This design comes from an exercise in tuning for small area, a short achievable clock period and few clock cycles on the open sky130 flow, not from production work. No run shown here included a check of the RTL's function; only the layout flow was run.

$ cat flow/design.v
module skid2 #(parameter W = 8) (
  input              clk,
  input              rst_n,
  input              in_vld,
  input  [W-1:0]     in_data,
  output             in_rdy,
  output             out_vld,
  output [W-1:0]     out_data,
  input              out_take
);
  reg [W-1:0] d0, d1;
  reg         wp, rp, rdy_r;
  reg [1:0]   cnt;
  wire        enq = in_vld & rdy_r;
  wire [1:0]  cnt_n = cnt + {1'b0, enq} - {1'b0, out_take};
  assign in_rdy   = rdy_r;
  assign out_vld  = (cnt != 2'd0);
  assign out_data = rp ? d1 : d0;
  always @(posedge clk) begin
    if (enq & ~wp) d0 <= in_data;
    if (enq &  wp) d1 <= in_data;
    if (!rst_n) begin
      wp    <= 1'b0;
      rp    <= 1'b0;
      cnt   <= 2'd0;
      rdy_r <= 1'b1;
    end else begin
      if (enq)      wp <= ~wp;
      if (out_take) rp <= ~rp;
      cnt   <= cnt_n;
      rdy_r <= ~cnt_n[1];
    end
  end
endmodule
module benc8 (input [7:0] w, output [11:0] e);
  wire [8:0] wx = {w, 1'b0};
  genvar k;
  generate
    for (k = 0; k < 4; k = k + 1) begin : dg
      wire b0 = wx[2*k];
      wire b1 = wx[2*k+1];
      wire b2 = wx[2*k+2];
      assign e[3*k]   = b0 ^ b1;
      assign e[3*k+1] = (b2 & ~b1 & ~b0) | (~b2 & b1 & b0);
      assign e[3*k+2] = b2 & ~(b1 & b0);
    end
  endgenerate
endmodule
module dot4 (
  input  [11:0] e0, e1, e2, e3,    
  input  [7:0]  w0, w1, w2, w3,
  output [21:0] s,
  output [21:0] c
);
  wire [9:0] w1_0 = {{2{w0[7]}}, w0};
  wire [9:0] w2_0 = {w0[7], w0, 1'b0};
  wire [9:0] r0_0 = (({10{e0[0]}} & w1_0) | ({10{e0[1]}} & w2_0)) ^ {10{e0[2]}};
  wire [9:0] r0_1 = (({10{e0[3]}} & w1_0) | ({10{e0[4]}} & w2_0)) ^ {10{e0[5]}};
  wire [9:0] r0_2 = (({10{e0[6]}} & w1_0) | ({10{e0[7]}} & w2_0)) ^ {10{e0[8]}};
  wire [9:0] r0_3 = (({10{e0[9]}} & w1_0) | ({10{e0[10]}} & w2_0)) ^ {10{e0[11]}};
  wire [9:0] w1_1 = {{2{w1[7]}}, w1};
  wire [9:0] w2_1 = {w1[7], w1, 1'b0};
  wire [9:0] r1_0 = (({10{e1[0]}} & w1_1) | ({10{e1[1]}} & w2_1)) ^ {10{e1[2]}};
  wire [9:0] r1_1 = (({10{e1[3]}} & w1_1) | ({10{e1[4]}} & w2_1)) ^ {10{e1[5]}};
  wire [9:0] r1_2 = (({10{e1[6]}} & w1_1) | ({10{e1[7]}} & w2_1)) ^ {10{e1[8]}};
  wire [9:0] r1_3 = (({10{e1[9]}} & w1_1) | ({10{e1[10]}} & w2_1)) ^ {10{e1[11]}};
  wire [9:0] w1_2 = {{2{w2[7]}}, w2};
  wire [9:0] w2_2 = {w2[7], w2, 1'b0};
  wire [9:0] r2_0 = (({10{e2[0]}} & w1_2) | ({10{e2[1]}} & w2_2)) ^ {10{e2[2]}};
  wire [9:0] r2_1 = (({10{e2[3]}} & w1_2) | ({10{e2[4]}} & w2_2)) ^ {10{e2[5]}};
  wire [9:0] r2_2 = (({10{e2[6]}} & w1_2) | ({10{e2[7]}} & w2_2)) ^ {10{e2[8]}};
  wire [9:0] r2_3 = (({10{e2[9]}} & w1_2) | ({10{e2[10]}} & w2_2)) ^ {10{e2[11]}};
  wire [9:0] w1_3 = {{2{w3[7]}}, w3};
  wire [9:0] w2_3 = {w3[7], w3, 1'b0};
  wire [9:0] r3_0 = (({10{e3[0]}} & w1_3) | ({10{e3[1]}} & w2_3)) ^ {10{e3[2]}};
  wire [9:0] r3_1 = (({10{e3[3]}} & w1_3) | ({10{e3[4]}} & w2_3)) ^ {10{e3[5]}};
  wire [9:0] r3_2 = (({10{e3[6]}} & w1_3) | ({10{e3[7]}} & w2_3)) ^ {10{e3[8]}};
  wire [9:0] r3_3 = (({10{e3[9]}} & w1_3) | ({10{e3[10]}} & w2_3)) ^ {10{e3[11]}};
  wire t1 = r0_0[6] ^ r0_1[4];
  wire t2 = r0_0[6] & r0_1[4];
  wire t3 = r0_0[4] ^ r0_1[2] ^ r0_2[0];
  wire t4 = (r0_0[4] & r0_1[2]) | (r0_0[4] & r0_2[0]) | (r0_1[2] & r0_2[0]);
  wire t5 = e0[8] ^ r1_0[4];
  wire t6 = e0[8] & r1_0[4];
  wire t7 = r0_0[5] ^ r0_1[3];
  wire t8 = r0_0[5] & r0_1[3];
  wire t9 = t1 ^ r0_2[2] ^ r0_3[0];
  wire t10 = (t1 & r0_2[2]) | (t1 & r0_3[0]) | (r0_2[2] & r0_3[0]);
  wire t11 = e0[11] ^ r1_0[6] ^ r1_1[4];
  wire t12 = (e0[11] & r1_0[6]) | (e0[11] & r1_1[4]) | (r1_0[6] & r1_1[4]);
  wire t13 = r1_2[2] ^ r1_3[0] ^ e1[11];
  wire t14 = (r1_2[2] & r1_3[0]) | (r1_2[2] & e1[11]) | (r1_3[0] & e1[11]);
  wire t15 = r2_0[6] ^ r2_1[4];
  wire t16 = r2_0[6] & r2_1[4];
  wire t17 = t2 ^ r0_0[7] ^ r0_1[5];
  wire t18 = (t2 & r0_0[7]) | (t2 & r0_1[5]) | (r0_0[7] & r0_1[5]);
  wire t19 = r0_2[3] ^ r0_3[1] ^ r1_0[7];
  wire t20 = (r0_2[3] & r0_3[1]) | (r0_2[3] & r1_0[7]) | (r0_3[1] & r1_0[7]);
  wire t21 = r1_1[5] ^ r1_2[3] ^ r1_3[1];
  wire t22 = (r1_1[5] & r1_2[3]) | (r1_1[5] & r1_3[1]) | (r1_2[3] & r1_3[1]);
  wire t23 = r2_0[7] ^ r2_1[5] ^ r2_2[3];
  wire t24 = (r2_0[7] & r2_1[5]) | (r2_0[7] & r2_2[3]) | (r2_1[5] & r2_2[3]);
  wire t25 = r0_0[8] ^ r0_1[6] ^ r0_2[4];
  wire t26 = (r0_0[8] & r0_1[6]) | (r0_0[8] & r0_2[4]) | (r0_1[6] & r0_2[4]);
  wire t27 = r0_3[2] ^ r1_0[8] ^ r1_1[6];
  wire t28 = (r0_3[2] & r1_0[8]) | (r0_3[2] & r1_1[6]) | (r1_0[8] & r1_1[6]);
  wire t29 = r1_2[4] ^ r1_3[2] ^ r2_0[8];
  wire t30 = (r1_2[4] & r1_3[2]) | (r1_2[4] & r2_0[8]) | (r1_3[2] & r2_0[8]);
  wire t31 = r2_1[6] ^ r2_2[4];
  wire t32 = r2_1[6] & r2_2[4];
  wire t33 = ~r0_0[9] ^ r0_1[7] ^ r0_2[5];
  wire t34 = (~r0_0[9] & r0_1[7]) | (~r0_0[9] & r0_2[5]) | (r0_1[7] & r0_2[5]);
  wire t35 = r0_3[3] ^ ~r1_0[9] ^ r1_1[7];
  wire t36 = (r0_3[3] & ~r1_0[9]) | (r0_3[3] & r1_1[7]) | (~r1_0[9] & r1_1[7]);
  wire t37 = r1_2[5] ^ r1_3[3] ^ ~r2_0[9];
  wire t38 = (r1_2[5] & r1_3[3]) | (r1_2[5] & ~r2_0[9]) | (r1_3[3] & ~r2_0[9]);
  wire t39 = r2_1[7] ^ r2_2[5];
  wire t40 = r2_1[7] & r2_2[5];
  wire t41 = r0_1[8] ^ r0_2[6] ^ r0_3[4];
  wire t42 = (r0_1[8] & r0_2[6]) | (r0_1[8] & r0_3[4]) | (r0_2[6] & r0_3[4]);
  wire t43 = r1_1[8] ^ r1_2[6];
  wire t44 = r1_1[8] & r1_2[6];
  wire t45 = ~r0_1[9] ^ r0_2[7] ^ r0_3[5];
  wire t46 = (~r0_1[9] & r0_2[7]) | (~r0_1[9] & r0_3[5]) | (r0_2[7] & r0_3[5]);
  wire t47 = r0_0[2] ^ r0_1[0] ^ e0[5];
  wire t48 = (r0_0[2] & r0_1[0]) | (r0_0[2] & e0[5]) | (r0_1[0] & e0[5]);
  wire t49 = r1_0[2] ^ r1_1[0];
  wire t50 = r1_0[2] & r1_1[0];
  wire t51 = r0_0[3] ^ r0_1[1];
  wire t52 = r0_0[3] & r0_1[1];
  wire t53 = t3 ^ t5 ^ r1_1[2];
  wire t54 = (t3 & t5) | (t3 & r1_1[2]) | (t5 & r1_1[2]);
  wire t55 = r1_2[0] ^ e1[8] ^ r2_0[4];
  wire t56 = (r1_2[0] & e1[8]) | (r1_2[0] & r2_0[4]) | (e1[8] & r2_0[4]);
  wire t57 = r2_1[2] ^ r2_2[0];
  wire t58 = r2_1[2] & r2_2[0];
  wire t59 = t4 ^ t6 ^ t7;
  wire t60 = (t4 & t6) | (t4 & t7) | (t6 & t7);
  wire t61 = r0_2[1] ^ r1_0[5] ^ r1_1[3];
  wire t62 = (r0_2[1] & r1_0[5]) | (r0_2[1] & r1_1[3]) | (r1_0[5] & r1_1[3]);
  wire t63 = r1_2[1] ^ r2_0[5] ^ r2_1[3];
  wire t64 = (r1_2[1] & r2_0[5]) | (r1_2[1] & r2_1[3]) | (r2_0[5] & r2_1[3]);
  wire t65 = r2_2[1] ^ r3_0[5];
  wire t66 = r2_2[1] & r3_0[5];
  wire t67 = t8 ^ t9 ^ t11;
  wire t68 = (t8 & t9) | (t8 & t11) | (t9 & t11);
  wire t69 = t13 ^ t15 ^ r2_2[2];
  wire t70 = (t13 & t15) | (t13 & r2_2[2]) | (t15 & r2_2[2]);
  wire t71 = r2_3[0] ^ e2[11] ^ r3_0[6];
  wire t72 = (r2_3[0] & e2[11]) | (r2_3[0] & r3_0[6]) | (e2[11] & r3_0[6]);
  wire t73 = r3_1[4] ^ r3_2[2] ^ r3_3[0];
  wire t74 = (r3_1[4] & r3_2[2]) | (r3_1[4] & r3_3[0]) | (r3_2[2] & r3_3[0]);
  wire t75 = t10 ^ t12 ^ t14;
  wire t76 = (t10 & t12) | (t10 & t14) | (t12 & t14);
  wire t77 = t16 ^ t17 ^ t19;
  wire t78 = (t16 & t17) | (t16 & t19) | (t17 & t19);
  wire t79 = t21 ^ t23 ^ r2_3[1];
  wire t80 = (t21 & t23) | (t21 & r2_3[1]) | (t23 & r2_3[1]);
  wire t81 = r3_0[7] ^ r3_1[5] ^ r3_2[3];
  wire t82 = (r3_0[7] & r3_1[5]) | (r3_0[7] & r3_2[3]) | (r3_1[5] & r3_2[3]);
  wire t83 = t18 ^ t20 ^ t22;
  wire t84 = (t18 & t20) | (t18 & t22) | (t20 & t22);
  wire t85 = t24 ^ t25 ^ t27;
  wire t86 = (t24 & t25) | (t24 & t27) | (t25 & t27);
  wire t87 = t29 ^ t31 ^ r2_3[2];
  wire t88 = (t29 & t31) | (t29 & r2_3[2]) | (t31 & r2_3[2]);
  wire t89 = r3_0[8] ^ r3_1[6] ^ r3_2[4];
  wire t90 = (r3_0[8] & r3_1[6]) | (r3_0[8] & r3_2[4]) | (r3_1[6] & r3_2[4]);
  wire t91 = t26 ^ t28 ^ t30;
  wire t92 = (t26 & t28) | (t26 & t30) | (t28 & t30);
  wire t93 = t32 ^ t33 ^ t35;
  wire t94 = (t32 & t33) | (t32 & t35) | (t33 & t35);
  wire t95 = t37 ^ t39 ^ r2_3[3];
  wire t96 = (t37 & t39) | (t37 & r2_3[3]) | (t39 & r2_3[3]);
  wire t97 = ~r3_0[9] ^ r3_1[7] ^ r3_2[5];
  wire t98 = (~r3_0[9] & r3_1[7]) | (~r3_0[9] & r3_2[5]) | (r3_1[7] & r3_2[5]);
  wire t99 = t34 ^ t36 ^ t38;
  wire t100 = (t34 & t36) | (t34 & t38) | (t36 & t38);
  wire t101 = t40 ^ t41 ^ t43;
  wire t102 = (t40 & t41) | (t40 & t43) | (t41 & t43);
  wire t103 = r1_3[4] ^ r2_1[8] ^ r2_2[6];
  wire t104 = (r1_3[4] & r2_1[8]) | (r1_3[4] & r2_2[6]) | (r2_1[8] & r2_2[6]);
  wire t105 = r2_3[4] ^ r3_1[8] ^ r3_2[6];
  wire t106 = (r2_3[4] & r3_1[8]) | (r2_3[4] & r3_2[6]) | (r3_1[8] & r3_2[6]);
  wire t107 = t42 ^ t44 ^ t45;
  wire t108 = (t42 & t44) | (t42 & t45) | (t44 & t45);
  wire t109 = ~r1_1[9] ^ r1_2[7] ^ r1_3[5];
  wire t110 = (~r1_1[9] & r1_2[7]) | (~r1_1[9] & r1_3[5]) | (r1_2[7] & r1_3[5]);
  wire t111 = ~r2_1[9] ^ r2_2[7] ^ r2_3[5];
  wire t112 = (~r2_1[9] & r2_2[7]) | (~r2_1[9] & r2_3[5]) | (r2_2[7] & r2_3[5]);
  wire t113 = ~r3_1[9] ^ r3_2[7] ^ r3_3[5];
  wire t114 = (~r3_1[9] & r3_2[7]) | (~r3_1[9] & r3_3[5]) | (r3_2[7] & r3_3[5]);
  wire t115 = t46 ^ r0_2[8] ^ r0_3[6];
  wire t116 = (t46 & r0_2[8]) | (t46 & r0_3[6]) | (r0_2[8] & r0_3[6]);
  wire t117 = r1_2[8] ^ r1_3[6] ^ r2_2[8];
  wire t118 = (r1_2[8] & r1_3[6]) | (r1_2[8] & r2_2[8]) | (r1_3[6] & r2_2[8]);
  wire t119 = r2_3[6] ^ r3_2[8];
  wire t120 = r2_3[6] & r3_2[8];
  wire t121 = ~r0_2[9] ^ r0_3[7] ^ ~r1_2[9];
  wire t122 = (~r0_2[9] & r0_3[7]) | (~r0_2[9] & ~r1_2[9]) | (r0_3[7] & ~r1_2[9]);
  wire t123 = r0_0[0] ^ e0[2] ^ r1_0[0];
  wire t124 = (r0_0[0] & e0[2]) | (r0_0[0] & r1_0[0]) | (e0[2] & r1_0[0]);
  wire t125 = t47 ^ t49 ^ e1[5];
  wire t126 = (t47 & t49) | (t47 & e1[5]) | (t49 & e1[5]);
  wire t127 = r2_0[2] ^ r2_1[0];
  wire t128 = r2_0[2] & r2_1[0];
  wire t129 = t48 ^ t50 ^ t51;
  wire t130 = (t48 & t50) | (t48 & t51) | (t50 & t51);
  wire t131 = r1_0[3] ^ r1_1[1] ^ r2_0[3];
  wire t132 = (r1_0[3] & r1_1[1]) | (r1_0[3] & r2_0[3]) | (r1_1[1] & r2_0[3]);
  wire t133 = r2_1[1] ^ r3_0[3];
  wire t134 = r2_1[1] & r3_0[3];
  wire t135 = t52 ^ t53 ^ t55;
  wire t136 = (t52 & t53) | (t52 & t55) | (t53 & t55);
  wire t137 = t57 ^ e2[8] ^ r3_0[4];
  wire t138 = (t57 & e2[8]) | (t57 & r3_0[4]) | (e2[8] & r3_0[4]);
  wire t139 = r3_1[2] ^ r3_2[0] ^ e3[8];
  wire t140 = (r3_1[2] & r3_2[0]) | (r3_1[2] & e3[8]) | (r3_2[0] & e3[8]);
  wire t141 = t54 ^ t56 ^ t58;
  wire t142 = (t54 & t56) | (t54 & t58) | (t56 & t58);
  wire t143 = t59 ^ t61 ^ t63;
  wire t144 = (t59 & t61) | (t59 & t63) | (t61 & t63);
  wire t145 = t65 ^ r3_1[3] ^ r3_2[1];
  wire t146 = (t65 & r3_1[3]) | (t65 & r3_2[1]) | (r3_1[3] & r3_2[1]);
  wire t147 = t60 ^ t62 ^ t64;
  wire t148 = (t60 & t62) | (t60 & t64) | (t62 & t64);
  wire t149 = t66 ^ t67 ^ t69;
  wire t150 = (t66 & t67) | (t66 & t69) | (t67 & t69);
  wire t151 = t71 ^ t73 ^ e3[11];
  wire t152 = (t71 & t73) | (t71 & e3[11]) | (t73 & e3[11]);
  wire t153 = t68 ^ t70 ^ t72;
  wire t154 = (t68 & t70) | (t68 & t72) | (t70 & t72);
  wire t155 = t74 ^ t75 ^ t77;
  wire t156 = (t74 & t75) | (t74 & t77) | (t75 & t77);
  wire t157 = t79 ^ t81 ^ r3_3[1];
  wire t158 = (t79 & t81) | (t79 & r3_3[1]) | (t81 & r3_3[1]);
  wire t159 = t76 ^ t78 ^ t80;
  wire t160 = (t76 & t78) | (t76 & t80) | (t78 & t80);
  wire t161 = t82 ^ t83 ^ t85;
  wire t162 = (t82 & t83) | (t82 & t85) | (t83 & t85);
  wire t163 = t87 ^ t89 ^ r3_3[2];
  wire t164 = (t87 & t89) | (t87 & r3_3[2]) | (t89 & r3_3[2]);
  wire t165 = t84 ^ t86 ^ t88;
  wire t166 = (t84 & t86) | (t84 & t88) | (t86 & t88);
  wire t167 = t90 ^ t91 ^ t93;
  wire t168 = (t90 & t91) | (t90 & t93) | (t91 & t93);
  wire t169 = t95 ^ t97 ^ r3_3[3];
  wire t170 = (t95 & t97) | (t95 & r3_3[3]) | (t97 & r3_3[3]);
  wire t171 = t92 ^ t94 ^ t96;
  wire t172 = (t92 & t94) | (t92 & t96) | (t94 & t96);
  wire t173 = t98 ^ t99 ^ t101;
  wire t174 = (t98 & t99) | (t98 & t101) | (t99 & t101);
  wire t175 = t103 ^ t105 ^ r3_3[4];
  wire t176 = (t103 & t105) | (t103 & r3_3[4]) | (t105 & r3_3[4]);
  wire t177 = t100 ^ t102 ^ t104;
  wire t178 = (t100 & t102) | (t100 & t104) | (t102 & t104);
  wire t179 = t106 ^ t107 ^ t109;
  wire t180 = (t106 & t107) | (t106 & t109) | (t107 & t109);
  wire t181 = t111 ^ t113 ^ 1'b1;
  wire t182 = (t111 & t113) | (t111 & 1'b1) | (t113 & 1'b1);
  wire t183 = t108 ^ t110 ^ t112;
  wire t184 = (t108 & t110) | (t108 & t112) | (t110 & t112);
  wire t185 = t114 ^ t115 ^ t117;
  wire t186 = (t114 & t115) | (t114 & t117) | (t115 & t117);
  wire t187 = t119 ^ r3_3[6] ^ 1'b1;
  wire t188 = (t119 & r3_3[6]) | (t119 & 1'b1) | (r3_3[6] & 1'b1);
  wire t189 = t116 ^ t118 ^ t120;
  wire t190 = (t116 & t118) | (t116 & t120) | (t118 & t120);
  wire t191 = t121 ^ r1_3[7] ^ ~r2_2[9];
  wire t192 = (t121 & r1_3[7]) | (t121 & ~r2_2[9]) | (r1_3[7] & ~r2_2[9]);
  wire t193 = r2_3[7] ^ ~r3_2[9] ^ r3_3[7];
  wire t194 = (r2_3[7] & ~r3_2[9]) | (r2_3[7] & r3_3[7]) | (~r3_2[9] & r3_3[7]);
  wire t195 = t122 ^ r0_3[8] ^ r1_3[8];
  wire t196 = (t122 & r0_3[8]) | (t122 & r1_3[8]) | (r0_3[8] & r1_3[8]);
  wire t197 = r2_3[8] ^ r3_3[8];
  wire t198 = r2_3[8] & r3_3[8];
  wire t199 = t123 ^ e1[2] ^ r2_0[0];
  wire t200 = (t123 & e1[2]) | (t123 & r2_0[0]) | (e1[2] & r2_0[0]);
  wire t201 = t124 ^ r0_0[1] ^ r1_0[1];
  wire t202 = (t124 & r0_0[1]) | (t124 & r1_0[1]) | (r0_0[1] & r1_0[1]);
  wire t203 = t125 ^ t127 ^ e2[5];
  wire t204 = (t125 & t127) | (t125 & e2[5]) | (t127 & e2[5]);
  wire t205 = r3_0[2] ^ r3_1[0];
  wire t206 = r3_0[2] & r3_1[0];
  wire t207 = t126 ^ t128 ^ t129;
  wire t208 = (t126 & t128) | (t126 & t129) | (t128 & t129);
  wire t209 = t131 ^ t133 ^ r3_1[1];
  wire t210 = (t131 & t133) | (t131 & r3_1[1]) | (t133 & r3_1[1]);
  wire t211 = t130 ^ t132 ^ t134;
  wire t212 = (t130 & t132) | (t130 & t134) | (t132 & t134);
  wire t213 = t135 ^ t137 ^ t139;
  wire t214 = (t135 & t137) | (t135 & t139) | (t137 & t139);
  wire t215 = t136 ^ t138 ^ t140;
  wire t216 = (t136 & t138) | (t136 & t140) | (t138 & t140);
  wire t217 = t141 ^ t143 ^ t145;
  wire t218 = (t141 & t143) | (t141 & t145) | (t143 & t145);
  wire t219 = t142 ^ t144 ^ t146;
  wire t220 = (t142 & t144) | (t142 & t146) | (t144 & t146);
  wire t221 = t147 ^ t149 ^ t151;
  wire t222 = (t147 & t149) | (t147 & t151) | (t149 & t151);
  wire t223 = t148 ^ t150 ^ t152;
  wire t224 = (t148 & t150) | (t148 & t152) | (t150 & t152);
  wire t225 = t153 ^ t155 ^ t157;
  wire t226 = (t153 & t155) | (t153 & t157) | (t155 & t157);
  wire t227 = t154 ^ t156 ^ t158;
  wire t228 = (t154 & t156) | (t154 & t158) | (t156 & t158);
  wire t229 = t159 ^ t161 ^ t163;
  wire t230 = (t159 & t161) | (t159 & t163) | (t161 & t163);
  wire t231 = t160 ^ t162 ^ t164;
  wire t232 = (t160 & t162) | (t160 & t164) | (t162 & t164);
  wire t233 = t165 ^ t167 ^ t169;
  wire t234 = (t165 & t167) | (t165 & t169) | (t167 & t169);
  wire t235 = t166 ^ t168 ^ t170;
  wire t236 = (t166 & t168) | (t166 & t170) | (t168 & t170);
  wire t237 = t171 ^ t173 ^ t175;
  wire t238 = (t171 & t173) | (t171 & t175) | (t173 & t175);
  wire t239 = t172 ^ t174 ^ t176;
  wire t240 = (t172 & t174) | (t172 & t176) | (t174 & t176);
  wire t241 = t177 ^ t179 ^ t181;
  wire t242 = (t177 & t179) | (t177 & t181) | (t179 & t181);
  wire t243 = t178 ^ t180 ^ t182;
  wire t244 = (t178 & t180) | (t178 & t182) | (t180 & t182);
  wire t245 = t183 ^ t185 ^ t187;
  wire t246 = (t183 & t185) | (t183 & t187) | (t185 & t187);
  wire t247 = t184 ^ t186 ^ t188;
  wire t248 = (t184 & t186) | (t184 & t188) | (t186 & t188);
  wire t249 = t189 ^ t191 ^ t193;
  wire t250 = (t189 & t191) | (t189 & t193) | (t191 & t193);
  wire t251 = t190 ^ t192 ^ t194;
  wire t252 = (t190 & t192) | (t190 & t194) | (t192 & t194);
  wire t253 = t195 ^ t197 ^ 1'b1;
  wire t254 = (t195 & t197) | (t195 & 1'b1) | (t197 & 1'b1);
  wire t255 = t196 ^ t198 ^ ~r0_3[9];
  wire t256 = (t196 & t198) | (t196 & ~r0_3[9]) | (t198 & ~r0_3[9]);
  wire t257 = ~r1_3[9] ^ ~r2_3[9] ^ ~r3_3[9];
  wire t258 = (~r1_3[9] & ~r2_3[9]) | (~r1_3[9] & ~r3_3[9]) | (~r2_3[9] & ~r3_3[9]);
  wire t259 = t199 ^ e2[2];
  wire t260 = t199 & e2[2];
  wire t261 = t200 ^ t201 ^ r2_0[1];
  wire t262 = (t200 & t201) | (t200 & r2_0[1]) | (t201 & r2_0[1]);
  wire t263 = t202 ^ t203 ^ t205;
  wire t264 = (t202 & t203) | (t202 & t205) | (t203 & t205);
  wire t265 = t204 ^ t206 ^ t207;
  wire t266 = (t204 & t206) | (t204 & t207) | (t206 & t207);
  wire t267 = t208 ^ t210 ^ t211;
  wire t268 = (t208 & t210) | (t208 & t211) | (t210 & t211);
  wire t269 = t212 ^ t214 ^ t215;
  wire t270 = (t212 & t214) | (t212 & t215) | (t214 & t215);
  wire t271 = t216 ^ t218 ^ t219;
  wire t272 = (t216 & t218) | (t216 & t219) | (t218 & t219);
  wire t273 = t220 ^ t222 ^ t223;
  wire t274 = (t220 & t222) | (t220 & t223) | (t222 & t223);
  wire t275 = t224 ^ t226 ^ t227;
  wire t276 = (t224 & t226) | (t224 & t227) | (t226 & t227);
  wire t277 = t228 ^ t230 ^ t231;
  wire t278 = (t228 & t230) | (t228 & t231) | (t230 & t231);
  wire t279 = t232 ^ t234 ^ t235;
  wire t280 = (t232 & t234) | (t232 & t235) | (t234 & t235);
  wire t281 = t236 ^ t238 ^ t239;
  wire t282 = (t236 & t238) | (t236 & t239) | (t238 & t239);
  wire t283 = t240 ^ t242 ^ t243;
  wire t284 = (t240 & t242) | (t240 & t243) | (t242 & t243);
  wire t285 = t244 ^ t246 ^ t247;
  wire t286 = (t244 & t246) | (t244 & t247) | (t246 & t247);
  wire t287 = t248 ^ t250 ^ t251;
  wire t288 = (t248 & t250) | (t248 & t251) | (t250 & t251);
  wire t289 = t252 ^ t254 ^ t255;
  wire t290 = (t252 & t254) | (t252 & t255) | (t254 & t255);
  wire t291 = t256 ^ t258;
  wire t292 = t256 & t258;
  wire t293 = t259 ^ r3_0[0];
  wire t294 = t259 & r3_0[0];
  wire t295 = t260 ^ t261 ^ r3_0[1];
  wire t296 = (t260 & t261) | (t260 & r3_0[1]) | (t261 & r3_0[1]);
  wire t297 = t262 ^ t263 ^ e3[5];
  wire t298 = (t262 & t263) | (t262 & e3[5]) | (t263 & e3[5]);
  wire t299 = t264 ^ t265 ^ t209;
  wire t300 = (t264 & t265) | (t264 & t209) | (t265 & t209);
  wire t301 = t266 ^ t267 ^ t213;
  wire t302 = (t266 & t267) | (t266 & t213) | (t267 & t213);
  wire t303 = t268 ^ t269 ^ t217;
  wire t304 = (t268 & t269) | (t268 & t217) | (t269 & t217);
  wire t305 = t270 ^ t271 ^ t221;
  wire t306 = (t270 & t271) | (t270 & t221) | (t271 & t221);
  wire t307 = t272 ^ t273 ^ t225;
  wire t308 = (t272 & t273) | (t272 & t225) | (t273 & t225);
  wire t309 = t274 ^ t275 ^ t229;
  wire t310 = (t274 & t275) | (t274 & t229) | (t275 & t229);
  wire t311 = t276 ^ t277 ^ t233;
  wire t312 = (t276 & t277) | (t276 & t233) | (t277 & t233);
  wire t313 = t278 ^ t279 ^ t237;
  wire t314 = (t278 & t279) | (t278 & t237) | (t279 & t237);
  wire t315 = t280 ^ t281 ^ t241;
  wire t316 = (t280 & t281) | (t280 & t241) | (t281 & t241);
  wire t317 = t282 ^ t283 ^ t245;
  wire t318 = (t282 & t283) | (t282 & t245) | (t283 & t245);
  wire t319 = t284 ^ t285 ^ t249;
  wire t320 = (t284 & t285) | (t284 & t249) | (t285 & t249);
  wire t321 = t286 ^ t287 ^ t253;
  wire t322 = (t286 & t287) | (t286 & t253) | (t287 & t253);
  wire t323 = t288 ^ t289 ^ t257;
  wire t324 = (t288 & t289) | (t288 & t257) | (t289 & t257);
  wire t325 = t290 ^ t291 ^ 1'b1;
  wire t326 = (t290 & t291) | (t290 & 1'b1) | (t291 & 1'b1);
  assign s = {1'b1, 1'b1, 1'b1, 1'b1, t326, t324, t322, t320, t318, t316, t314, t312, t310, t308, t306, t304, t302, t300, t298, t296, t294, t293};
  assign c = {1'b0, 1'b0, 1'b0, 1'b0, t292, t325, t323, t321, t319, t317, t315, t313, t311, t309, t307, t305, t303, t301, t299, t297, t295, e3[2]};
endmodule
module conv #(parameter AW = 5, parameter DB = 10) (
  input         clk,
  input         rst_n,
  input  [7:0]  ifmap_data,
  output        ifmap_rdy,
  input         ifmap_vld,
  input  [7:0]  weight_data,
  output        weight_rdy,
  input         weight_vld,
  output [31:0] ofmap_data,
  input         ofmap_rdy,
  output        ofmap_vld,
  input  [15:0] config_data,
  output        config_rdy,
  input         config_vld
);
  integer i;
  genvar g, h;
  reg        cfg_rdy_r;
  reg        cfg_v;
  reg [5:0]  cfg_a;
  reg [7:0]  cfg_d;
  reg        st_r;       
  reg [4:0]  c_zm1;      
  reg [3:0]  c_pm1;      
  reg [3:0]  c_oxm1;     
  reg [1:0]  c_fxm1;     
  reg [1:0]  c_fym1;     
  reg [1:0]  c_s;        
  reg [4:0]  c_ix;       
  reg [4:0]  c_iy;       
  reg [3:0]  c_ic1m1;    
  reg [7:0]  c_oc1m1;    
  assign config_rdy = cfg_rdy_r;
  always @(posedge clk) begin
    if (!rst_n) begin
      cfg_rdy_r <= 1'b1;
      cfg_v     <= 1'b0;
      st_r      <= 1'b0;
    end else begin
      cfg_v <= config_vld & cfg_rdy_r;
      st_r  <= cfg_v && (cfg_a == 6'd34);
      if (cfg_v && cfg_a == 6'd34) cfg_rdy_r <= 1'b0;
    end
    cfg_a <= config_data[13:8];
    cfg_d <= config_data[7:0];
    if (cfg_v) begin
      case (cfg_a)
        6'd2:  c_zm1   <= cfg_d[4:0];
        6'd4:  c_pm1   <= cfg_d[3:0];
        6'd6:  c_oxm1  <= cfg_d[3:0] - 4'd1;
        6'd10: c_fxm1  <= cfg_d[1:0] - 2'd1;
        6'd12: c_fym1  <= cfg_d[1:0] - 2'd1;
        6'd14: c_s     <= cfg_d[1:0];
        6'd16: c_ix    <= cfg_d[4:0];
        6'd18: c_iy    <= cfg_d[4:0];
        6'd20: c_ic1m1 <= cfg_d[3:0] - 4'd1;
        6'd22: c_oc1m1 <= cfg_d - 8'd1;
        default: ;
      endcase
    end
  end
  reg [4:0] d_rowstep;   
  reg [4:0] d_stepfy;    
  reg [4:0] d_stepic;    
  reg [5:0] d_z;         
  reg [3:0] d_pm2, d_oxm2;
  reg [7:0] d_oc1m2;
  reg       d_ox1, d_fx1, d_fy1, d_ic11, d_oc11;
  reg [7:0] d_ins;       
  wire [4:0] dx   = c_ix - {1'b0, c_oxm1};
  wire [4:0] dyf  = c_iy - {3'b0, c_fym1};
  wire [4:0] ixdy = c_ix * dyf;
  always @(posedge clk) begin
    d_rowstep <= (c_s == 2'd2) ? {dx[3:0], 1'b0} :
                 (c_s == 2'd3) ? dx + {dx[3:0], 1'b0} : dx;
    d_stepfy  <= c_ix - {3'b0, c_fxm1};
    d_stepic  <= ixdy - {3'b0, c_fxm1};
    d_z       <= {1'b0, c_zm1} + 6'd1;
    d_pm2     <= c_pm1 - 4'd1;
    d_oxm2    <= c_oxm1 - 4'd1;
    d_oc1m2   <= c_oc1m1 - 8'd1;
    d_ox1     <= (c_oxm1 == 4'd0);
    d_fx1     <= (c_fxm1 == 2'd0);
    d_fy1     <= (c_fym1 == 2'd0);
    d_ic11    <= (c_ic1m1 == 4'd0);
    d_oc11    <= (c_oc1m1 == 8'd0);
    for (i = 0; i < 8; i = i + 1) d_ins[i] <= (c_pm1[2:0] == i);
  end
  wire       w_v, i_v;
  wire [7:0] w_d, i_d;
  wire       w_take, i_take;
  skid2 #(.W(8)) wsk (
    .clk(clk), .rst_n(rst_n),
    .in_vld(weight_vld), .in_data(weight_data), .in_rdy(weight_rdy),
    .out_vld(w_v), .out_data(w_d), .out_take(w_take)
  );
  skid2 #(.W(8)) isk (
    .clk(clk), .rst_n(rst_n),
    .in_vld(ifmap_vld), .in_data(ifmap_data), .in_rdy(ifmap_rdy),
    .out_vld(i_v), .out_data(i_d), .out_take(i_take)
  );
  reg [3:0] s;           
  reg       s0;          
  reg       pend;        
  reg       rl;          
  reg [3:0] ox;          
  reg       oxl;         
  reg [1:0] fx, fy;
  reg [3:0] ic1;
  reg [7:0] oc1;
  reg       fxl, fyl, icl, ocl;   
  reg       fb;          
  reg [4:0] rel;         
  reg [AW-1:0] rd;       
  reg [4:0] bo;          
  reg [AW-1:0] bb;       
  reg [AW-1:0] rtb;      
  reg       rpar;        
  wire       lb    = fxl & fyl & icl;    
  wire [4:0] bstep = !fxl ? 5'd1 : !fyl ? d_stepfy : d_stepic;
  wire [4:0] bo_nx = bo + bstep;
  reg [7:0] ib [0:(4<<AW)-1];
  reg [AW+1:0] wa;       
  reg [5:0] wwd;         
  reg       wpar;        
  reg       tfull;       
  reg       wlast;       
  reg [6:0] ovl;         
  reg [6:0] fr;          
  reg [5:0] cw;          
  reg       cpar;        
  reg              wv;   
  reg [AW+1:0]     wadr;
  reg [7:0]        wdat;
  wire      ahead = wpar ^ rpar;
  wire      wr_ok = ~tfull & (~ahead | (ovl < fr));
  wire [4:0] fpt  = lb ? (rl ? rel : 5'd31) : ((rl && rel < bo_nx) ? rel : bo_nx);
  assign i_take = i_v & wr_ok;
  always @(posedge clk) begin
    fr   <= (ocl ? {2'b00, fpt} : 7'd0) + (7'd1 << AW);
    wadr <= wa;
    wdat <= i_d;
    if (wv) ib[wadr] <= wdat;
    if (!rst_n) begin
      wa    <= 0;
      wwd   <= 6'd0;
      wpar  <= 1'b0;
      tfull <= 1'b0;
      wlast <= 1'b0;
      ovl   <= 7'd0;
      cw    <= 6'd0;
      cpar  <= 1'b0;
      wv    <= 1'b0;
    end else begin
      cw   <= wwd;
      cpar <= wpar;
      wv   <= i_take;
      if (st_r) begin
        wlast <= (d_z == 6'd1);
        ovl   <= {1'b0, d_z};
      end
      if (i_take) begin
        wa <= wa + 1'b1;
        if (wa[1:0] == 2'd3) begin
          if (wlast && !ahead) begin
            wwd   <= 6'd0;
            wpar  <= ~wpar;
            wlast <= (d_z == 6'd1);
            ovl   <= {1'b0, d_z};
          end else begin
            wwd   <= wwd + 6'd1;
            tfull <= wlast;
            wlast <= (wwd + 6'd2 == d_z);
            ovl   <= ovl + 7'd1;
          end
        end
      end else if (tfull && !ahead) begin
        wwd   <= 6'd0;
        wpar  <= ~wpar;
        tfull <= 1'b0;
        wlast <= (d_z == 6'd1);
        ovl   <= {1'b0, d_z};
      end
    end
  end
  reg [7:0] ws [0:15];
  reg [7:0] wst [0:15];
  reg [4:0] wcnt;
  wire      ws_full = wcnt[4];
  wire      take;
  assign w_take = w_v & (~ws_full | take);
  always @(posedge clk) begin
    if (w_take) begin
      ws[15] <= w_d;
      for (i = 0; i < 15; i = i + 1) ws[i] <= ws[i+1];
    end
    if (take)
      for (i = 0; i < 16; i = i + 1) wst[i] <= ws[i];
    if (!rst_n) wcnt <= 5'd0;
    else        wcnt <= take ? {4'd0, w_take} : wcnt + {4'd0, w_take};
  end
  reg [3:0] wp;          
  reg [3:0] rp;          
  reg [1:0] dq;          
  reg [4:0] nal;         
  reg [4:0] nav;         
  wire      pdone;       
  wire avail = (cpar ^ rpar) | ({1'b0, rel} < cw);
  wire dok   = (nal != DB);
  wire issue = (~s0 | ws_full) & (~rl | (avail & (~lb | dok)));
  assign take = issue & s0;
  wire [4:0]    pstep = oxl ? d_rowstep : {3'd0, c_s};
  wire [AW-1:0] rtb_n = rtb + d_z;
  always @(posedge clk) begin
    if (!rst_n) begin
      s <= 4'd0; s0 <= 1'b1; pend <= 1'b0; rl <= 1'b1; ox <= 4'd0; oxl <= 1'b0;
      fx <= 2'd0; fy <= 2'd0; ic1 <= 4'd0; oc1 <= 8'd0;
      fxl <= 1'b0; fyl <= 1'b0; icl <= 1'b0; ocl <= 1'b0; fb <= 1'b1;
      rel <= 5'd0; bo <= 5'd0; bb <= 0; rtb <= 0;
      rpar <= 1'b0;
    end else if (st_r) begin
      oxl <= d_ox1;
      fxl <= d_fx1;
      fyl <= d_fy1;
      icl <= d_ic11;
      ocl <= d_oc11;
    end else if (issue) begin
      if (pend) begin
        s    <= 4'd0;
        s0   <= 1'b1;
        pend <= 1'b0;
        rl   <= 1'b1;
        ox   <= 4'd0;
        oxl  <= d_ox1;
        if (lb) begin
          fx <= 2'd0; fy <= 2'd0; ic1 <= 4'd0;
          fxl <= d_fx1; fyl <= d_fy1; icl <= d_ic11;
          fb <= 1'b1;
          bo <= 5'd0; rel <= 5'd0;
          if (ocl) begin
            oc1 <= 8'd0; ocl <= d_oc11;
            rtb <= rtb_n; rpar <= ~rpar; bb <= rtb_n;
          end else begin
            oc1 <= oc1 + 8'd1; ocl <= (oc1 == d_oc1m2);
            bb <= rtb;
          end
        end else begin
          fb <= 1'b0;
          if (!fxl) begin
            fx <= fx + 2'd1; fxl <= (fx + 2'd1 == c_fxm1);
          end else begin
            fx <= 2'd0; fxl <= d_fx1;
            if (!fyl) begin
              fy <= fy + 2'd1; fyl <= (fy + 2'd1 == c_fym1);
            end else begin
              fy <= 2'd0; fyl <= d_fy1;
              ic1 <= ic1 + 4'd1; icl <= (ic1 + 4'd1 == c_ic1m1);
            end
          end
          bo  <= bo_nx;
          rel <= bo_nx;
          bb  <= bb + bstep;
        end
      end else begin
        s    <= s + 4'd1;
        s0   <= 1'b0;
        pend <= (s == 4'd14);
        rl   <= rl & (s != c_pm1);
        if (rl) begin
          ox   <= oxl ? 4'd0 : ox + 4'd1;
          oxl  <= oxl ? d_ox1 : (ox == d_oxm2);
          rel  <= rel + pstep;
        end
      end
    end
  end
  reg  [31:0]   rd_oh;       
  wire [AW-1:0] rd_nx = !issue ? rd :
                        !pend  ? (rl ? rd + pstep : rd) :
                        lb     ? (ocl ? rtb_n : rtb) : bb + bstep;
  always @(posedge clk) begin
    if (!rst_n) begin
      rd    <= 0;
      rd_oh <= 32'd1;
    end else if (!st_r) begin
      rd    <= rd_nx;
      for (i = 0; i < 32; i = i + 1) rd_oh[i] <= (rd_nx == i);
    end
  end
  reg        t1_v, t1_first, t1_final, t1_real, t1_end;
  reg [47:0] x_r;           
  reg        t2_v, t2_final, t2_real;
  reg        t2_zero;       
  reg [21:0] cs_s [0:3];    
  reg [21:0] cs_c [0:3];
  wire [31:0] x_t [0:32];
  assign x_t[0] = 32'd0;
  generate
    for (g = 0; g < 32; g = g + 1) begin : rdw
      assign x_t[g+1] = x_t[g] | ({32{rd_oh[g]}} & {ib[4*g+3], ib[4*g+2], ib[4*g+1], ib[4*g]});
    end
  endgenerate
  wire [31:0] x_w = x_t[32];
  wire [47:0] x_e;
  generate
    for (g = 0; g < 4; g = g + 1) begin : xe
      benc8 enc (.w(x_w[g*8 +: 8]), .e(x_e[g*12 +: 12]));
    end
  endgenerate
  always @(posedge clk) begin
    t1_first <= fb;
    t1_final <= lb;
    t1_real  <= rl;
    t1_end   <= pend;
    x_r      <= x_e;
    t2_final <= t1_final;
    t2_real  <= t1_real;
    t2_zero  <= t1_end ? t1_final : t1_first;
    if (!rst_n) begin
      t1_v <= 1'b0;
      t2_v <= 1'b0;
    end else begin
      t1_v <= issue;
      t2_v <= t1_v;
    end
  end
  generate
    for (h = 0; h < 4; h = h + 1) begin : mo
      wire [21:0] sv, cv;
      dot4 dp (
        .e0(x_r[0*12 +: 12]), .e1(x_r[1*12 +: 12]), .e2(x_r[2*12 +: 12]), .e3(x_r[3*12 +: 12]),
        .w0(wst[0*4+h]), .w1(wst[1*4+h]), .w2(wst[2*4+h]), .w3(wst[3*4+h]),
        .s(sv), .c(cv)
      );
      always @(posedge clk) begin
        cs_s[h] <= sv;
        cs_c[h] <= cv;
      end
    end
  endgenerate
  reg  [87:0] ch [0:15];
  wire [87:0] acc_n;
  generate
    for (g = 0; g < 4; g = g + 1) begin : acc
      assign acc_n[g*22 +: 22] = ch[0][g*22 +: 22] + cs_s[g] + cs_c[g];
    end
  endgenerate
  always @(posedge clk) begin
    if (t2_v) begin
      for (i = 1; i < 15; i = i + 1) ch[i] <= ch[i+1];
      ch[15] <= acc_n;
    end
    if (!rst_n)    ch[0] <= 88'd0;
    else if (t2_v) ch[0] <= t2_zero ? 88'd0 : ch[1];
  end
  reg [87:0] db [0:DB-1];
  reg [21:0] o_r;        
  reg [21:0] o_p;        
  reg        ov;
  reg        navnz;      
  reg        dwr;        
  wire       alloc = issue & lb & rl;
  wire [87:0] dpix = db[rp];
  wire [21:0] dval = dpix[dq*22 +: 22];
  wire       otake = navnz & (~ov | ofmap_rdy);
  assign pdone = otake & (dq == 2'd3);
  wire [4:0] nal_a = nal + {4'd0, alloc};
  wire [4:0] nav_a = nav + {4'd0, dwr};
  wire [4:0] nal_d = nal_a - 5'd1;
  wire [4:0] nav_d = nav_a - 5'd1;
  wire [3:0] rp_i  = (rp == DB - 1) ? 4'd0 : rp + 4'd1;
  always @(posedge clk) begin
    if (dwr) db[wp] <= ch[15];
    if (otake) o_r <= dval;
    o_p <= otake ? dval : o_r;
    if (!rst_n) begin
      dwr   <= 1'b0;
      wp    <= 4'd0;
      rp    <= 4'd0;
      dq    <= 2'd0;
      nal   <= 5'd0;
      nav   <= 5'd0;
      navnz <= 1'b0;
      ov    <= 1'b0;
    end else begin
      dwr <= t2_v & t2_final & t2_real;
      if (dwr) wp <= (wp == DB - 1) ? 4'd0 : wp + 4'd1;
      if (pdone) rp <= rp_i;
      nal   <= pdone ? nal_d : nal_a;
      nav   <= pdone ? nav_d : nav_a;
      navnz <= pdone ? (nav_d != 5'd0) : (nav_a != 5'd0);
      if (otake) begin
        ov <= 1'b1;
        dq <= dq + 2'd1;
      end else if (ofmap_rdy) begin
        ov <= 1'b0;
      end
    end
  end
  assign ofmap_vld  = ov;
  assign ofmap_data = {{10{o_p[21]}}, o_p};
endmodule
$ cat flow/flow/run.sh
#!/bin/bash
# Layout flow: the standard synthesis and ORFS layout, with the post-placement
# timing repair (repair_timing) asked to leave a larger setup margin, so that it
# keeps optimising paths well below the 16 ns clock. The SDC and the clock period
# are the design's own; only the optimisation target of the repair changes.
set -euo pipefail
MARGIN=${MARGIN:-11.5}
# 1. Standard synthesis, unchanged.
bash standard.sh synth > synth.log 2>&1
# 2. Floorplan to final layout with the same ORFS make command, plus the margin.
MAKECMD=$(grep '^make ' standard.sh | sed 's/"\${@:-finish}"//')
eval "$MAKECMD SETUP_SLACK_MARGIN=$MARGIN SKIP_GATE_CLONING=1 finish" > layout.log 2>&1
# 3. Write out/final.def (targets are up to date, so make does nothing here).
bash standard.sh finish > def.log 2>&1
$ cat flow/standard.sh
#!/bin/bash
# synth_recipe.tcl (not shown) runs the flow's synth.tcl, then flattens the netlist and writes it again
# the make line also repeats each setting of config.mk as NAME=value (left out here)
make -C /OpenROAD-flow-scripts/flow DESIGN_CONFIG=/design/flow/config.mk WORK_HOME=/design/flow/orfs CLKGATE_MAP_FILE= SYNTH_SCRIPT=/design/flow/synth_recipe.tcl "${@:-finish}"
$ cat flow/config.mk
export PLATFORM = sky130hd
export DESIGN_NAME = conv
export DESIGN_NICKNAME = conv
export VERILOG_FILES = /design/flow/design.v
export SDC_FILE = /design/flow/constraint.sdc
export NUM_CORES = 8
export LEC_CHECK = 0
export CAP_MARGIN = 20
export CORE_MARGIN = 2
export CORE_UTILIZATION = 65
export CTS_CLUSTER_DIAMETER = 80
export CTS_CLUSTER_SIZE = 20
export PLACE_DENSITY = 0.8
export SLEW_MARGIN = 20
$ cat flow/constraint.sdc
create_clock -name core_clock -period 16.0 [get_ports {clk}]
set_input_delay 3.2000 -clock core_clock [delete_from_list [all_inputs] [get_ports {clk}]]
set_output_delay 3.2000 -clock core_clock [all_outputs]
set_load 0.01 [all_outputs]
==> metrics.md, run 1 <==
| Metric | Value |
|---|---|
| H-tree levels | 4 |
| Warnings, synthesis | 12 |
| Highest-count cells in the layout ignoring fill and taps | edfxtp_1, a22oi_1, inv_1 |
| Cell Area, Synth | 0.1702 mm2 |
| Initial Util | 65.46% |
| Final worst slack | 10.99 ns |
| Post-synth EDFFs | 3575 |
| Hold slack final | 0.3211 ns |
| Post-layout minimum cycle time | 5.015 ns |
| Detailed placement HPWL | 257.0 mm |
| IO buf count | 71 |
| Share of the synthesized area in the top cell type | 63.09% |
| Fin Clk Skew | 0.08724 ns |
| Synthesized Nets | 11.19k |
| Critical Path Slowest Stage Cell | edfxtp_1 |
| Vias in the first global route | 93.66k |
| RSZ-0062 raised after global routing | true |
| Total core area | 0.2599 mm2 |
| Netlist cell types | 93 |
| F_max | 0.1994 GHz |
| Via density per instance | 6.682 |
| Cell family with most CP delay | buffers and inverters |
| WP buf/inv | 3 |
| Grt total ovfl | 0 |
| Mapped Cells | 10.28k |
| Die area | 0.2659 mm2 |
| Max-cap violations | 0 |
| Share of layout cells above drive strength 1 | 10.48% |
| Top FF cell, synth | edfxtp_1 |
| Total Neg Setup Slack | 0 ns |
| Tot GR Track Use | 32.87% |
| Fin. Hold Viols | 0 |
| Final ANT Viol Nets | 0 |
| GPL Wtd Cong | 0.9433 |
| CTS Hold Bufs | 0 |
| Initial drt markers | 14.50k |
| Area Overhead vs Synth | 7.640% |
| Req. time, crit path | 12.80 ns |
| Worst Setup End Kind | output port |
| Seq/Total Area, Yosys | 69.26% |
| Arrival time worst endpoint | 1.81 ns |
| Synth area leader | edfxtp_1 |
| Ys async rst share | 0% |
| Critical path class | flop to output port |
| Startpoint Class | flop |
| Die boundary width | 515.7 um |
| Largest net degree at the start of global routing | 202 |
| Worst Hold Class | flop to flop |
| Yosys reg bits | 4100 |
| Die Ht | 515.7 um |
| # IOs | 74 |
| TritonCTS Buffers | 229 |
| Slew Limit Headroom | 11.67% |
| Initial antenna violation count | 12 |
| First-pass DRT Iterations | 8 |
| Remaining DRCs | 0 |
| FP Rows | 187 |
| Critical path peak fanout | 7 |
| Root Buffer Master | clkbuf_16 |
| Final period utilization | 31.34% |
| First-pass GRT wire length | 629.4 mm |
| Critical Path, Cell by Cell | buf_12 > buf_12 > buf_6 |
| Post-Layout Inst Area | 0.1832 mm2 |
| Fill cell count | 15.54k |
| Pre-CTS setup slack | 10.03 ns |
| Max-slew violations | 0 |
| Worst skew pair latency | 0.98 ns |
| Outcome | complete, no violations |
| Slew of the pin with the lowest slew margin | 1.320 ns |
| CTS tree | built |
| Final nets | 11.21k |
| CP peak stage delay | 0.43 ns |
| Post-Place Cell Area | 0.1745 mm2 |
| Clk pin slew, worst setup/hold paths | 0.09 ns |
| # setup viols final | 0 |
| Top cells by area, synth | edfxtp_1, fa_1, dfxtp_1 |
| Via count | 93.37k |
| Routed WL | 436.2 mm |
| Mean post-synth cell area | 16.56 um2 |
| Max Root-Sink Buffers | 3 |
| Most common cell after layout, fill and taps aside | edfxtp_1 |
| Most Frequent Cell on Critical Path | buf_12 |
| Wire per inst | 31.21 um |
| Sink Count | 4100 |
[cell usage after synthesis, types with 16 or more instances]
| cell type | n |
|---|---|
| a211oi_1 | 29 |
| a21o_1 | 33 |
| a21oi_1 | 202 |
| a221oi_1 | 60 |
| a22o_1 | 60 |
| a22oi_1 | 850 |
| a2bb2oi_1 | 19 |
| a32o_1 | 31 |
| and2_1 | 31 |
| buf_1 | 75 |
| buf_2 | 26 |
| buf_4 | 16 |
| clkbuf_1 | 383 |
| clkbuf_2 | 67 |
| dfxtp_1 | 525 |
| edfxtp_1 | 3575 |
| fa_1 | 627 |
| ha_1 | 250 |
| inv_1 | 813 |
| mux2_2 | 37 |
| mux2i_1 | 24 |
| mux4_2 | 286 |
| nand2_1 | 229 |
| nand2b_1 | 24 |
| nand3_1 | 140 |
| nand4_1 | 93 |
| nor2_1 | 396 |
| nor2b_1 | 110 |
| nor3_1 | 44 |
| nor4_1 | 16 |
| o211ai_1 | 17 |
| o21a_1 | 16 |
| o21ai_0 | 135 |
| o21ai_1 | 16 |
| or3_1 | 16 |
| or4_1 | 29 |
| xnor2_1 | 520 |
| xor2_1 | 254 |
[routing by layer]
metal	track usage, %	vias to the layer above	share of wire [%]
met1	45.43	47280	36
met5	0	-	0.036
met4	12.96	10	4.8
met3	9.513	1147	14
met2	49.90	6867	46
li1	-	38070	-
[cells by family after synthesis]
| logic type | synth area share (%) |
|---|---|
| compound gates | 6.778 |
| xor+xnor | 3.984 |
| fa+ha+maj | 9.214 |
| buf+inv | 3.172 |
| flops | 69.26 |
| mux | 4.171 |
| simple gates | 3.418 |
[worst paths after layout]
kind             start             end  cells after the start  slack, ns
max            o_p[21]  ofmap_data[23]                      3      10.99
min            t1_real         t2_real                      0       0.32
max reg2reg  wst[2][6]      cs_c[2][9]                     13      11.55
min reg2reg    t1_real         t2_real                      0       0.32
[worst reg2reg max path: stages, from the launching register on]
cell	delay, ns
edfxtp_1	0.58
buf_6	0.21
a22oi_2	0.21
xnor2_2	0.10
fa_1	0.55
inv_1	0.06
fa_1	0.51
inv_1	0.06
fa_1	0.45
fa_1	0.53
inv_1	0.06
fa_1	0.52
inv_1	0.05
fa_1	0.43
[per-stage QoR]
| stage | instances | utilization, % |
|---|---|---|
| global placement | 13440 | 67.11 |
| floorplan | 10280 | - |
| finish | 13970 | 70.46 |
| detailed placement | 13440 | 67.14 |
| global route | 13970 | 70.46 |
| CTS | 13890 | 70.06 |
[flip-flops by register name, summed over array words and instances, names as in the netlist, 8 cells and up, named ones only]
name / count
wsk.d0: 8
ch: 1408
db: 880
wdat: 8
isk.d1: 8
cfg_d: 8
cs_c: 69
cs_s: 72
c_oc1m1: 8
x_r: 48
oc1: 8
d_oc1m2: 8
o_p: 22
isk.d0: 8
ib: 1024
rd_oh: 32
wst: 128
ws: 128
wsk.d1: 8
[layout make-up]
class | instances | area [um2] | share of cell area, %
sequential | 4100 | 118000 | 64.41
multi-input combinational | 4791 | 47330 | 25.84
clock buffer | 373 | 6355 | 3.469
tap | 3496 | 4374 | 2.388
timing repair buffer | 350 | 3446 | 1.881
inverter | 818 | 3093 | 1.689
clock inverter | 33 | 565.5 | 0.3088
antenna | 12 | 30.03 | 0.01639
[repair_timing]
item	4_1_cts	5_1_grt
pin swaps	1	33
resized for setup	224	99
setup endpoints to repair	556	216
buffers inserted	39	70
==> run 2: changes to the inputs <==
--- a/flow/design.v
+++ b/flow/design.v
@@ -763,7 +763,7 @@
   end
   reg [87:0] db [0:DB-1];
   reg [21:0] o_r;        
-  reg [21:0] o_p;        
+  reg        o_s;        
   reg        ov;
   reg        navnz;      
   reg        dwr;        
@@ -780,7 +780,7 @@
   always @(posedge clk) begin
     if (dwr) db[wp] <= ch[15];
     if (otake) o_r <= dval;
-    o_p <= otake ? dval : o_r;
+    o_s <= otake ? dval[21] : o_r[21];
     if (!rst_n) begin
       dwr   <= 1'b0;
       wp    <= 4'd0;
@@ -806,5 +806,5 @@
     end
   end
   assign ofmap_vld  = ov;
-  assign ofmap_data = {{10{o_p[21]}}, o_p};
+  assign ofmap_data = {{10{o_s}}, o_r};
 endmodule
==> metrics.md, run 2 <==
| Metric | Value |
|---|---|
| Outcome | complete, no violations |
| Max-cap violations | 0 |
| Area Overhead vs Synth | 7.947% |
| Initial antenna violation count | 24 |
| Sink Count | 4101 |
| Fin. Hold Viols | 0 |
| First-pass GRT wire length | 664.8 mm |
| Detailed placement HPWL | 265.3 mm |
| Worst Setup End Kind | output port |
| Final period utilization | 30.35% |
| IO buf count | 71 |
| Top cells by area, synth | edfxtp_1, fa_1, dfxtp_1 |
| Post-synth EDFFs | 3575 |
| Final ANT Viol Nets | 0 |
| # IOs | 74 |
| # setup viols final | 0 |
| Max FFs per register | 1408 |
| Yosys reg bits | 4101 |
| Post-Layout Inst Area | 0.1834 mm2 |
| Arrival time worst endpoint | 1.66 ns |
| CP peak stage delay | 0.53 ns |
| Most frequent cell after synthesis | edfxtp_1 |
| Wire per inst | 33.44 um |
| RSZ-0062 raised after global routing | true |
| Final nets | 11.22k |
| Critical Path Slowest Stage Cell | edfxtp_1 |
| Remaining DRCs | 0 |
| Root Buffer Master | clkbuf_16 |
| Biggest registers after layout | ch: 1408 flops, ib: 1024 flops, db: 880 flops |
| Post-Place Cell Area | 0.1741 mm2 |
| Clk pin slew, worst setup/hold paths | 0.09 ns |
| Top FF cell, synth | edfxtp_1 |
| Cell Area, Synth | 0.1699 mm2 |
| Max Root-Sink Buffers | 3 |
| Synth area leader | edfxtp_1 |
| Post-layout minimum cycle time | 4.856 ns |
| Initial drt markers | 15.35k |
| Netlist cell types | 86 |
| Most common cell after layout, fill and taps aside | edfxtp_1 |
| Worst Hold Class | flop to flop |
| Via count | 95.14k |
| Critical path peak fanout | 1 |
| Via density per instance | 6.838 |
| Total Neg Setup Slack | 0 ns |
| Largest Register | ch |
| Critical Path, Cell by Cell | buf_6 |
| Worst skew pair latency | 0.95 ns |
| Vias in the first global route | 96.52k |
| Hold slack final | 0.3390 ns |
| Total core area | 0.2597 mm2 |
| Die boundary width | 515.3 um |
| GPL Wtd Cong | 0.9387 |
| Fill cell count | 15.13k |
| Slew of the pin with the lowest slew margin | 1.273 ns |
| Share of layout cells above drive strength 1 | 11.35% |
| WP buf/inv | 1 |
| Slew Limit Headroom | 14.82% |
| Grt total ovfl | 0 |
| Highest-count cells in the layout ignoring fill and taps | edfxtp_1, a22oi_1, inv_1 |
| Largest net degree at the start of global routing | 184 |
| Share of the synthesized area in the top cell type | 63.17% |
| Initial Util | 65.44% |
| H-tree levels | 4 |
| Req. time, crit path | 12.80 ns |
| Fin Clk Skew | 0.07599 ns |
| Top cells by count, synth | edfxtp_1, a22oi_1, inv_1 |
| Cell family with most CP delay | flip-flops |
| Routed WL | 465.3 mm |
| Die area | 0.2656 mm2 |
| CTS tree | built |
| Synthesized Nets | 11.21k |
| Mapped Cells | 10.29k |
| TritonCTS Buffers | 230 |
| Tot GR Track Use | 34.98% |
| Max-slew violations | 0 |
| Mean post-synth cell area | 16.51 um2 |
| FP Rows | 187 |
| Seq/Total Area, Yosys | 69.37% |
| Ys async rst share | 0% |
| Startpoint Class | flop |
| Die Ht | 515.3 um |
| Critical path class | flop to output port |
| First-pass DRT Iterations | 11 |
| Warnings, synthesis | 12 |
| F_max | 0.2059 GHz |
## run 2: changes by cell type after synthesis, sizes merged, moves of 8 or more
cell    delta
nand2     +18
nand2b    +13
a21o       +9
clkbuf    -21
nor2      +10
a21oi     +20
buf       +14
a32o      -30
inv        -8
o21ai     +27
## run 2: worst paths after layout
path	from	end	slack (ns)	depth (start not counted)
setup / recovery	o_r[8]	ofmap_data[8]	11.14	1
setup reg to reg	x_r[4]	cs_c[2][7]	11.45	15
hold / removal	t1_final	t2_final	0.34	0
hold reg to reg	t1_final	t2_final	0.34	0
## run 2: per-stage QoR
stage	setup slack [ns]	utilization [%]	cells
after floorplan	5.733	-	10290
after global placement	10.34	67.01	13360
after detailed placement	10.22	67.05	13360
after CTS	11.08	70.09	13840
after global routing	11.13	70.62	13900
final	11.14	70.64	13920
## run 2: routing by layer
layer  part of all wire (%)  track usage [%]  vias to the layer above
met5                  0.024                0                        -
met2                     47            55.51                     7759
met1                     34            46.00                    47800
li1                       -                -                    38040
met4                    5.8            15.91                       12
met3                     13            8.975                     1531
## run 2: cells by family (layout without fill, tap and decap cells)
kind of cell	Yosys count	after routing	share of synthesized area, %
flops	4101	4101	69.37
compound gates	1586	1586	6.585
buf+inv	1373	1578	3.128
simple gates	1232	1232	3.510
fa+ha+maj	877	877	9.227
xor+xnor	777	777	4.004
mux	348	348	4.180
other cells	0	14	0
## run 2: layout make-up
type,count,area [um2],area share (%)
clock inverter,29,561.8,0.3062
inverter,811,3080,1.679
multi-input combinational,4820,47510,25.90
tap,3402,4257,2.320
antenna,14,35.03,0.01910
clock buffer,393,6377,3.476
sequential,4101,118000,64.32
timing repair buffer,345,3633,1.981
## run 2: repair_timing
item | 4_1_cts | 5_1_grt
cloned | 0 | 0
buffers inserted | 58 | 57
hold buffers | 0 | 0
pin swaps | 20 | 137
endpoints found under the hold margin | 0 | 0
resized for setup | 281 | 221
endpoints found under the setup margin | 647 | 273
==> run 3: changes to the inputs <==
--- a/flow/config.mk
+++ b/flow/config.mk
@@ -10,5 +10,6 @@
 export CORE_UTILIZATION = 65
 export CTS_CLUSTER_DIAMETER = 80
 export CTS_CLUSTER_SIZE = 20
+export GPL_TIMING_DRIVEN = 1
 export PLACE_DENSITY = 0.8
 export SLEW_MARGIN = 20
==> metrics.md, run 3 <==
| Metric | Value |
|---|---|
| Initial antenna violation count | 24 |
| Final cell utilization of the core | 70.64% |
| Max FFs per register | 1408 |
| Remaining DRCs | 0 |
| Synth Area in Compound Gates | 6.585% |
| Post-synthesis simple-gate area fraction | 3.510% |
| Post-Layout Inst Area | 0.1834 mm2 |
| GPL Wtd Cong | 0.9387 |
| R2R cell count | 15 |
| Grt total ovfl | 0 |
| Max-slew violations | 0 |
| Total Neg Setup Slack | 0 ns |
| Critical Path Slowest Stage Cell | edfxtp_1 |
| RSZ-0062 raised after global routing | true |
| Worst Hold Class | flop to flop |
| Critical path class | flop to output port |
| Most common cell after layout, fill and taps aside | edfxtp_1 |
| Root Buffer Master | clkbuf_16 |
| Final period utilization | 30.35% |
| Initial Util | 65.44% |
| Post-synthesis adder-cell area fraction | 9.227% |
| CP peak stage delay | 0.53 ns |
| Via density per instance | 6.838 |
| Reg2reg setup slack | 11.45 ns |
| Post-synthesis mux area share | 4.180% |
| Total core area | 0.2597 mm2 |
| # IOs | 74 |
| Die area | 0.2656 mm2 |
| Critical path depth | 1 |
| H-tree levels | 4 |
| Initial drt markers | 15.35k |
| Top FF cell, synth | edfxtp_1 |
| TritonCTS Buffers | 230 |
| Cell Area, Synth | 0.1699 mm2 |
| CP startpoint | o_r[8] |
| Synthesized Nets | 11.21k |
| Top cells by count, synth | edfxtp_1, a22oi_1, inv_1 |
| IO buf count | 71 |
| Yosys reg bits | 4101 |
| Fin Clk Skew | 0.07599 ns |
| Critical path peak fanout | 1 |
| Arrival time worst endpoint | 1.66 ns |
| Ys async rst share | 0% |
| Startpoint Class | flop |
| Final ANT Viol Nets | 0 |
| CTS tree | built |
| Max Root-Sink Buffers | 3 |
| Mean post-synth cell area | 16.51 um2 |
| Top cells by area, synth | edfxtp_1, fa_1, dfxtp_1 |
| Biggest registers after layout | ch: 1408 flops, ib: 1024 flops, db: 880 flops |
| Post-layout minimum cycle time | 4.856 ns |
| Crit Reg-Reg Startpoint | x_r[4] |
| Req. time, crit path | 12.80 ns |
| Slew Limit Headroom | 14.82% |
| CTS Hold Bufs | 0 |
| Die Ht | 515.3 um |
| Most frequent cell after synthesis | edfxtp_1 |
| Critical Path, Cell by Cell | buf_6 |
| Wire per inst | 33.44 um |
| Worst Setup End Kind | output port |
| Clk pin slew, worst setup/hold paths | 0.09 ns |
| XOR/XNOR share of the synthesized area | 4.004% |
| Mapped Cells | 10.29k |
| Worst r2r dst | cs_c[2][7] |
| FP Rows | 187 |
| Post-synth EDFFs | 3575 |
| Share of layout cells above drive strength 1 | 11.35% |
| Vias in the first global route | 96.52k |
| Warnings, synthesis | 12 |
| Fin. Hold Viols | 0 |
| First-pass GRT wire length | 664.8 mm |
| Area Overhead vs Synth | 7.947% |
| Max-cap violations | 0 |
| Share of the synthesized area in the top cell type | 63.17% |
| Synth area leader | edfxtp_1 |
| Via count | 95.14k |
| Largest Register | ch |
| Worst skew pair latency | 0.95 ns |
| Largest net degree at the start of global routing | 184 |
| Die boundary width | 515.3 um |
| Largest family of logic cells by synthesized area | adder cells |
| Post-Place Cell Area | 0.1741 mm2 |
| Fill cell count | 15.13k |
| First-pass DRT Iterations | 11 |
| F_max | 0.2059 GHz |
| Seq/Total Area, Yosys | 69.37% |
| Crit path to | ofmap_data[8] |
| WP buf/inv | 1 |
| # setup viols final | 0 |
| Final nets | 11.22k |
| Cell family with most CP delay | flip-flops |
| Detailed placement HPWL | 265.3 mm |
| Tot GR Track Use | 34.98% |
| Sink Count | 4101 |
| Slew of the pin with the lowest slew margin | 1.273 ns |
| Routed WL | 465.3 mm |
| Highest-count cells in the layout ignoring fill and taps | edfxtp_1, a22oi_1, inv_1 |
| Netlist cell types | 86 |
| Outcome | complete, no violations |
## run 3: how the worst min path moves through the flow
stage,start,endpoint,depth (start not counted)
detailed placement,t1_real,t2_real,0
global placement,t1_real,t2_real,0
CTS,t1_final,t2_final,0
floorplan,t1_real,t2_real,0
finish,t1_final,t2_final,0
global route,t1_final,t2_final,0
## run 3: cells by family (layout without fill, tap and decap cells)
| group | Yosys count | count (layout) |
|---|---|---|
| flops | 4101 | 4101 |
| compound gates | 1586 | 1586 |
| buf+inv | 1373 | 1578 |
| simple gates | 1232 | 1232 |
| fa+ha+maj | 877 | 877 |
| xor+xnor | 777 | 777 |
| mux | 348 | 348 |
| other cells | 0 | 14 |
## run 3: cell type report
class	instances	area, um2	share of cell area, %
multi-input combinational	4820	47510	25.90
timing repair buffer	345	3633	1.981
sequential	4101	118000	64.32
clock inverter	29	561.8	0.3062
clock buffer	393	6377	3.476
antenna	14	35.03	0.01910
inverter	811	3080	1.679
tap	3402	4257	2.320
## run 3: repair_timing
action	4_1_cts	5_1_grt
setup endpoints to repair	647	273
resized for setup	281	221
setup buffers	58	57
pin swaps	20	137
## run 3: metrics by stage
stage / instances / hold WS [ns] / setup WS [ns]
finish: 13920 / 0.3390 / 11.14
global route: 13900 / 0.3475 / 11.13
global placement: 13360 / 0.3181 / 10.34
CTS: 13840 / 0.3363 / 11.08
floorplan: 10290 / 0.3096 / 5.733
detailed placement: 13360 / 0.3188 / 10.22
## run 3: layer usage
metal / part of all wire [%] / track usage [%] / vias to the layer above
met5: 0.024 / 0 / -
met4: 5.8 / 15.91 / 12
met3: 13 / 8.975 / 1531
met2: 47 / 55.51 / 7759
met1: 34 / 46.00 / 47800
li1: - / - / 38040

static timing again, ports no longer ideal:
No port has a modelled driver above. Below, the same layouts with a new extraction and two added sets of constraints. Step 1 assumes that a clkbuf_16 drives the clock port and a buf_2 every other input. Step 2 also shifts input and output timing later by t, the mid clock arrival at the registers, as if the neighbouring blocks saw the same clock. Three values: ideal, step 1, step 2; two values: the first two.
| run | shift t [ns] | setup WS [ns] | clock arrival spread, ns | worst slew at a driven data input, ns |
|---|---|---|---|---|
| run 1 | 1.033 | 10.985 / 10.886 / 10.588 | 0.088 / 0.088 | 0.06 |
| run 2 | 1.027 | 11.144 / 11.033 / 10.603 | 0.090 / 0.090 | 0.06 |
| run 3 | 1.027 | 11.144 / 11.033 / 10.603 | 0.090 / 0.090 | 0.06 |
After both steps setup and hold are still met in every run listed.
